What follows belongs to an exercise in optimizing a design on an open flow for small area, a short achievable clock period and few clock cycles; a production flow would make more cautious choices.
Function was checked by simulation only, so behaviour that the tests miss may differ from the original.
Power figures rest on the tool's default switching activity, not on a simulated workload.

Design CONVCOR, start of the top module:
module CONVCOR(
    clk,
    rst_n,
    in_valid,
    in_a,
    in_b,
    in_mode,
    out_valid,
    out
);
Size in the first run: ~73 I/O pins, roughly 15,000 sq um of cells after synthesis.
clock: 10.0 ns
lec_check: 0
abc_clock_period_in_ps: 3000
cap_margin: 20
core_margin: 2
core_utilization: 35
place_density: 0.55
setup_slack_margin: 5
slew_margin: 20
run.sh (not shown) runs the stock make flow with config.mk's settings and CLKGATE_MAP_FILE= SYNTH_SCRIPT=/design/flow/synth_recipe.tcl, a recipe that flattens the netlist after the stock synthesis.
Testbench counts at the start, summed over its fixed seeds: cycles 16,262.
Next try:
==> flow/flow/run.sh (new file) <==
#!/bin/bash
set -euo pipefail
SETUP_MARGIN=${SETUP_MARGIN:-7}
sed "s/SETUP_SLACK_MARGIN=[0-9.]*/SETUP_SLACK_MARGIN=${SETUP_MARGIN}/" standard.sh > standard_margin.sh
grep -q "SETUP_SLACK_MARGIN=${SETUP_MARGIN}" standard_margin.sh
bash standard_margin.sh > standard.log 2>&1
==> flow/standard.sh (new file) <==
#!/bin/bash
# synth_recipe.tcl (not shown) runs the flow's synth.tcl, then flattens the netlist and writes it again
# the make line also repeats each setting of config.mk as NAME=value (left out here)
make -C /OpenROAD-flow-scripts/flow DESIGN_CONFIG=/design/flow/config.mk WORK_HOME=/design/flow/orfs CLKGATE_MAP_FILE= SYNTH_SCRIPT=/design/flow/synth_recipe.tcl "${@:-finish}"
removed: flow/run.sh
After rerunning: Sequential power hardly moves. Clock power goes up by a few percent. Design area goes up by about a fifth. Final cell count goes up by a few percent. Synthesized cell count does not change. Non-clock buffer count goes up by 139. Area after synthesis stays the same. Worst hold slack degrades by 0.0076 ns. Total power goes up by roughly a tenth. Wire length goes up by roughly a tenth. Worst setup slack improves by 0.98 ns.

---

Setup of job 2768:
Another version of the RTL of CONVCOR (not shown whole).
Size in the first run: about 15,000 µm² of cells after synthesis.
## CONVCOR
module CONVCOR(
    clk,
    rst_n,
    in_valid,
    in_a,
    in_b,
    in_mode,
    out_valid,
    out
);
==> flow/config.mk <==
export PLATFORM = sky130hd
export DESIGN_NAME = CONVCOR
export DESIGN_NICKNAME = CONVCOR
export VERILOG_FILES = /design/flow/design.v
export SDC_FILE = /design/flow/constraint.sdc
export NUM_CORES = 4
export LEC_CHECK = 0
export ABC_CLOCK_PERIOD_IN_PS = 2000
export CAP_MARGIN = 20
export CORE_MARGIN = 2
export CORE_UTILIZATION = 35
export PLACE_DENSITY = 0.55
export SETUP_SLACK_MARGIN = 5
export SLEW_MARGIN = 20
==> flow/constraint.sdc <==
create_clock -name core_clock -period 10.0 [get_ports {clk}]
set_input_delay 2.0000 -clock core_clock [delete_from_list [all_inputs] [get_ports {clk}]]
set_output_delay 2.0000 -clock core_clock [all_outputs]
set_load 0.01 [all_outputs]
standard.sh (not shown) runs the stock make flow with config.mk's settings and CLKGATE_MAP_FILE= SYNTH_SCRIPT=/design/flow/synth_recipe.tcl, a recipe that flattens the netlist after the stock synthesis.
==> flow/flow/run.sh <==
#!/bin/bash
# The standard layout (the standard.sh, with the standard synthesis
# unchanged), with two make variables changed:
#  - BUFFER_PORTS_ARGS: every input and output port still gets a buffer, but a
#    plain buffer cell instead of the delay buffer that buffer_ports picks.
# Each tool's output goes to the ORFS logs under orfs/ and to standard.log here.
set -euo pipefail
SETUP_MARGIN=${SETUP_MARGIN:-6.6}
PORT_BUF=${PORT_BUF:-sky130_fd_sc_hd__buf_2}
sed -e "s/SETUP_SLACK_MARGIN=[0-9.]*/SETUP_SLACK_MARGIN=${SETUP_MARGIN} BUFFER_PORTS_ARGS='-buffer_cell ${PORT_BUF}'/" standard.sh > standard_margin.sh
grep -q "SETUP_SLACK_MARGIN=${SETUP_MARGIN} " standard_margin.sh
bash standard_margin.sh > standard.log 2>&1
Testbench counts of job 2768, summed over its fixed seeds: cycles 16,262.
> inputs changed (job 2768 -> job 6890)
# job 2768
export LEC_CHECK = 0
export ABC_CLOCK_PERIOD_IN_PS = 2000
export CAP_MARGIN = 20
export CORE_MARGIN = 2
export CORE_UTILIZATION = 35
export PLACE_DENSITY = 0.55
export SETUP_SLACK_MARGIN = 5
export SLEW_MARGIN = 20
create_clock -name core_clock -period 10.0 [get_ports {clk}]
# job 6890
export LEC_CHECK = 0
export ABC_CLOCK_PERIOD_IN_PS = 3000
export CAP_MARGIN = 20
export CORE_MARGIN = 2
export CORE_UTILIZATION = 35
export CTS_CLUSTER_DIAMETER = 80
export CTS_CLUSTER_SIZE = 18
export PLACE_DENSITY = 0.55
export SETUP_SLACK_MARGIN = 5
export SLEW_MARGIN = 20
create_clock -name core_clock -period 10.0 [get_ports {clk}]
Job 6890 completed end to end with timing, DRC and antenna clean. NOTE: wire length of the first global-routing pass in job 6890 falls short of that of job 2768. Endpoint required time on the critical path for job 6890: 30 ps down relative to job 2768. Job 2768 and job 6890 ended up with nearly the same global-route total usage across every layer. When job 6890 is set beside job 2768, its clock-cell share of area turns out to be 1.7 points smaller. Job 6890 vs. job 2768: total area of multi-input combinational cells held steady, final critical-path share of the clock period rose 0.35 points. For the violation count after the first detailed-route iteration, job 6890 came in about 15% higher than job 2768 did. Final critical path time including I/O delays and setup ends up lower on job 2768.
Here is what was changed in the inputs of job 6970 compared with job 6890.
# job 6890
export LEC_CHECK = 0
export ABC_CLOCK_PERIOD_IN_PS = 3000
export CAP_MARGIN = 20
export CORE_MARGIN = 2
export CORE_UTILIZATION = 35
export CTS_CLUSTER_DIAMETER = 80
export CTS_CLUSTER_SIZE = 18
export PLACE_DENSITY = 0.55
export SETUP_SLACK_MARGIN = 5
export SLEW_MARGIN = 20
create_clock -name core_clock -period 10.0 [get_ports {clk}]
# job 6970
export LEC_CHECK = 0
export ABC_CLOCK_PERIOD_IN_PS = 3000
export CAP_MARGIN = 20
export CORE_MARGIN = 2
export CORE_UTILIZATION = 40
export CTS_CLUSTER_DIAMETER = 80
export CTS_CLUSTER_SIZE = 18
export PLACE_DENSITY = 0.62
export SETUP_SLACK_MARGIN = 5
export SLEW_MARGIN = 20
create_clock -name core_clock -period 10.0 [get_ports {clk}]
Results
Job 6970 | stages: all done | timing, DRC, antenna: all pass
Relative to job 6890, the final worst hold slack of job 6970 is higher by 3.7 ps.
Routed wire length shrinks by a few percent when moving from job 6890 to job 6970.
Going from job 6890 to job 6970, post-route non-filler standard cell count shrinks by 75.
Inputs modified between job 6970 and job 9978:
# job 6970
export LEC_CHECK = 0
export ABC_CLOCK_PERIOD_IN_PS = 3000
export CAP_MARGIN = 20
export CORE_MARGIN = 2
export CORE_UTILIZATION = 40
export CTS_CLUSTER_DIAMETER = 80
export CTS_CLUSTER_SIZE = 18
export PLACE_DENSITY = 0.62
export SETUP_SLACK_MARGIN = 5
export SLEW_MARGIN = 20
create_clock -name core_clock -period 10.0 [get_ports {clk}]
# job 9978
export LEC_CHECK = 0
export ABC_CLOCK_PERIOD_IN_PS = 3000
export CAP_MARGIN = 20
export CORE_MARGIN = 2
export CORE_UTILIZATION = 35
export CTS_CLUSTER_DIAMETER = 80
export CTS_CLUSTER_SIZE = 18
export PLACE_DENSITY = 0.55
export SETUP_SLACK_MARGIN = 5
export SLEW_MARGIN = 20
export TNS_END_PERCENT = 60
create_clock -name core_clock -period 10.0 [get_ports {clk}]
-- flow/flow/run.sh --
<<< job 6970, line 6
# Each tool's output goes to the ORFS logs under orfs/ and to standard.log here.
set -euo pipefail
SETUP_MARGIN=${SETUP_MARGIN:-6.6}
PORT_BUF=${PORT_BUF:-sky130_fd_sc_hd__buf_2}
sed -e "s/SETUP_SLACK_MARGIN=[0-9.]*/SETUP_SLACK_MARGIN=${SETUP_MARGIN} BUFFER_PORTS_ARGS='-buffer_cell ${PORT_BUF}'/" standard.sh > standard_margin.sh
>>> job 9978, line 6
# Each tool's output goes to the ORFS logs under orfs/ and to standard.log here.
set -euo pipefail
SETUP_MARGIN=${SETUP_MARGIN:-6.7}
PORT_BUF=${PORT_BUF:-sky130_fd_sc_hd__buf_2}
sed -e "s/SETUP_SLACK_MARGIN=[0-9.]*/SETUP_SLACK_MARGIN=${SETUP_MARGIN} BUFFER_PORTS_ARGS='-buffer_cell ${PORT_BUF}'/" standard.sh > standard_margin.sh
Findings:
- Summary: with job 6970 as the reference, post-detailed-route wirelength per cell in job 9978 moved up slightly.
- Re worst slack after detailed placement: job 9978 is 19 ps up on job 6970.
- Job 9978 vs. job 6970: register-to-register slack went up by 170 ps.
- Switching power as a share of total power across job 9978 and job 6970: no real change.
- Final instance count without filler cells (lower): job 6970
Inputs modified between job 9978 and job 5650:
# job 9978
export LEC_CHECK = 0
export ABC_CLOCK_PERIOD_IN_PS = 3000
export CAP_MARGIN = 20
export CORE_MARGIN = 2
export CORE_UTILIZATION = 35
export CTS_CLUSTER_DIAMETER = 80
export CTS_CLUSTER_SIZE = 18
export PLACE_DENSITY = 0.55
export SETUP_SLACK_MARGIN = 5
export SLEW_MARGIN = 20
export TNS_END_PERCENT = 60
create_clock -name core_clock -period 10.0 [get_ports {clk}]
# job 5650
export LEC_CHECK = 0
export ABC_CLOCK_PERIOD_IN_PS = 3000
export CAP_MARGIN = 20
export CORE_MARGIN = 2
export CORE_UTILIZATION = 35
export CTS_CLUSTER_DIAMETER = 80
export CTS_CLUSTER_SIZE = 18
export PLACE_DENSITY = 0.55
export SETUP_SLACK_MARGIN = 5
export SLEW_MARGIN = 20
export TNS_END_PERCENT = 30
create_clock -name core_clock -period 10.0 [get_ports {clk}]
==> summary.txt <==
Comparing job 9978 against job 5650, there is no change at all in fraction of the mapped netlist area in compound gates.
| setup fix buffers added after clock tree synthesis | job 5650 vs job 9978 | ≈ equal |
As far as total power is concerned, job 9978 and job 5650 perform about the same.

port drivers added, routing unchanged:
How much do the figures lean on ideal ports? The routed layouts below were timed once more, with nothing changed but the port constraints.
Step 1 (the two cells are an assumption about what drives the block):
set clk [get_ports {clk}]
set_driving_cell -lib_cell sky130_fd_sc_hd__clkbuf_16 $clk
set_driving_cell -lib_cell sky130_fd_sc_hd__buf_2 [delete_from_list [all_inputs] $clk]
Step 2 also shifts input and output timing later by t, the mid clock arrival at the registers, as if the neighbouring blocks saw the same clock.
Three values: ideal, step 1, step 2; two values: the first two.
| run | t, ns | setup slack, ns | worst setup path after step 2 | cell pins on the clock port's net |
|---|---|---|---|---|
| the first run of note 1 | 0.623 | 5.870 / 5.870 / 5.870 | register to register | 1 |
| the second run of note 1 | 0.635 | 6.846 / 6.846 / 6.462 | input to register | 1 |
| job 2768 | 0.619 | 6.728 / 6.728 / 6.227 | input to register | 1 |
| job 6890 | 0.574 | 6.693 / 6.693 / 6.430 | input to register | 1 |
| job 6970 | 0.566 | 6.641 / 6.641 / 6.222 | input to register | 1 |
| job 9978 | 0.568 | 6.812 / 6.812 / 6.403 | input to register | 1 |
| job 5650 | 0.567 | 6.658 / 6.658 / 6.403 | input to register | 1 |
After both steps setup and hold are still met in every run listed. For job 2768, which loses most, drivers alone change the setup slack by 0.000 ns; drivers and shift together by -0.501 ns.
